What follows belongs to an exercise in optimizing a design on an open flow for small area, a short achievable clock period and few clock cycles; a production flow would make more cautious choices.
At most, simulation tests tie the RTL to the original design; equivalence was not proved.
No activity file was given, so power comes from the tool's default toggle rates.

Design gemm_controller, start of the top module:
module gemm_controller (
  input  logic        clk,
  input  logic        rstn,
  input  logic        start,
  input  logic [15:0] M, K, Ncols,
  output logic        done,
  output logic [13:0] addr_A,
  input  logic [31:0] data_A,
  output logic [13:0] addr_B,
  input  logic [31:0] data_B,
  output logic [13:0] addr_C,
  output logic [31:0] data_C,
  output logic        we_C
);
Size in the first run: about 3,900 cells after synthesis, roughly 500 flip-flops, ~190 I/O pins, roughly 35,000 um2 of cells after synthesis.
Settings: LEC_CHECK=0, CAP_MARGIN=20, CORE_MARGIN=2, CORE_UTILIZATION=40, PLACE_DENSITY=0.6, SLEW_MARGIN=20; clock period 30.0 ns.
standard.sh (not shown) runs the stock make flow with config.mk's settings and CLKGATE_MAP_FILE= SYNTH_SCRIPT=/design/flow/synth_recipe.tcl, a recipe that flattens the netlist after the stock synthesis.
==> flow/flow/run.sh <==
#!/bin/bash
# The standard layout, with the port buffers made of sky130_fd_sc_hd__buf_2
# (ORFS's buffer_ports otherwise picks clkdlybuf4s50_1, a slow delay cell).
set -euo pipefail
export BUFFER_PORTS_ARGS="-buffer_cell sky130_fd_sc_hd__buf_2"
bash standard.sh > standard.log 2>&1
The starting point completed without violations.
Testbench counts at the start, summed over its fixed seeds: cycles 38,586.
Then changed:
Settings changed: CTS_BUF_LIST set to sky130_fd_sc_hd__clkbuf_8, CTS_CLUSTER_SIZE set to 24.
Wire length barely changes.
First-iteration DRC count goes up by 3.1%.
Utilization is about the same.
Non-clock buffer count does not change.
Fmax goes down by 0.87%.
Via count is higher by about 0.6%.
Total power goes down by 0.55%.
Hold slack got worse by 3.2 ps.
Then changed:
Settings changed: CTS_BUF_LIST sky130_fd_sc_hd__clkbuf_8 to sky130_fd_sc_hd__clkbuf_4 sky130_fd_sc_hd__clkbuf_8, CTS_CLUSTER_SIZE 24 to unset.
What happened: Hold slack is about the same. Worst setup slack is about the same. Via count stays flat. Clock-buffer cell count climbs by 21. Wire length barely changes.

== sierra ==
Another version of the RTL of gemm_controller (not shown whole).
Size in the first run: ~35000 um2 of cells after synthesis.
clock: 30.0 ns
lec_check: 0
cap_margin: 20
core_margin: 2
core_utilization: 60
place_density: 0.8
slew_margin: 20
Scripts as last shown in full above: flow/flow/run.sh
Edits applied to the flow inputs when going from sierra to cedar:
diff --git a/flow/config.mk b/flow/config.mk
--- a/flow/config.mk
+++ b/flow/config.mk
@@ -10,2 +10,2 @@
-export CORE_UTILIZATION = 60
-export PLACE_DENSITY = 0.8
+export CORE_UTILIZATION = 40
+export PLACE_DENSITY = 0.6
Results
In cedar, the fraction of area in multi-input gates came out 0.91 points below the value in sierra.
Compared with sierra, cedar shows a overall track demand over capacity in global routing that is 8.4 points lower.
Per the comparison of cedar with sierra, area of all placed cells without fillers shows an increase of 1.6%, mean number of vias per cell shows a reduction of 0.66, overall die height shows an increase of 22%.
Met3 usage in global routing in cedar vs sierra: down 2.0 points
Going from sierra to cedar, post-route total power went up; area added between synthesis and finish grew by 1.7 points.
First-pass GRT wire length (lower): sierra
No functional check of the RTL was part of any run of this note.

gemm_controller, a different RTL version from the one above (not shown whole).
For scale: about 470 flip-flops, roughly 190 I/O pins, ~0.034 mm² of cells after synthesis.
==> flow/config.mk <==
export PLATFORM = sky130hd
export DESIGN_NAME = gemm_controller
export DESIGN_NICKNAME = gemm_controller
export VERILOG_FILES = /design/flow/design.v
export SDC_FILE = /design/flow/constraint.sdc
export NUM_CORES = 4
export LEC_CHECK = 0
export ABC_AREA = 1
export CAP_MARGIN = 20
export CORE_MARGIN = 2
export CORE_UTILIZATION = 40
export PLACE_DENSITY = 0.6
export SLEW_MARGIN = 20
==> flow/constraint.sdc <==
create_clock -name core_clock -period 30.0 [get_ports {clk}]
set_input_delay 6.0000 -clock core_clock [delete_from_list [all_inputs] [get_ports {clk}]]
set_output_delay 6.0000 -clock core_clock [all_outputs]
set_load 0.01 [all_outputs]
Scripts as last shown in full above: flow/flow/run.sh
Testbench counts at the start, summed over its fixed seeds: cycles 38,461.
Next try:
ABC_AREA = unset   (was 1)
Total power fell slightly.
Core utilization rose by 0.58 points.
Hold slack degrades by 0.0053 ns.
Area after synthesis decreases by a few percent.
Cell area came out lower by a few percent.
Die area went down by a few percent.
Clock-buffer cell count is lower by 1.
Clock power rose by a few percent.
Global-route usage decreases by 0.83 points.
Critical path depth does not change.
Routed wire length decreases by a little under a tenth.

[re-timing with driven ports]
No port has a modelled driver above. Below, the same layouts with a new extraction and two added sets of constraints.
Step 1: set_driving_cell puts a clkbuf_16 on clk and a buf_2 on each other input, an assumption about the parent block.
Step 2 moves the port delays by t, midway between the first and last clock arrival at a register: inputs arrive t later, outputs are due t later. That takes back most of the time a late clock gives input paths.
Slacks: ideal / step 1 / step 2; pairs: ideal / step 1.
run | shift t [ns] | setup slack, ns | worst setup path after step 2
the first run of note 1 | 0.667 | 22.693 / 22.631 / 22.582 | input to register
the second run of note 1 | 0.730 | 22.628 / 22.571 / 22.535 | input to register
the third run of note 1 | 0.734 | 22.626 / 22.568 / 22.524 | input to register
sierra | 0.669 | 22.630 / 22.564 / 22.498 | input to register
cedar | 0.678 | 22.689 / 22.625 / 22.390 | input to register
the first run of note 3 | 0.680 | 22.831 / 22.763 / 23.128 | input to register
the second run of note 3 | 0.674 | 22.819 / 22.754 / 23.271 | input to register
After both steps setup and hold are still met in every run listed. For cedar, which loses most, drivers alone change the setup slack by -0.064 ns; drivers and shift together by -0.299 ns.
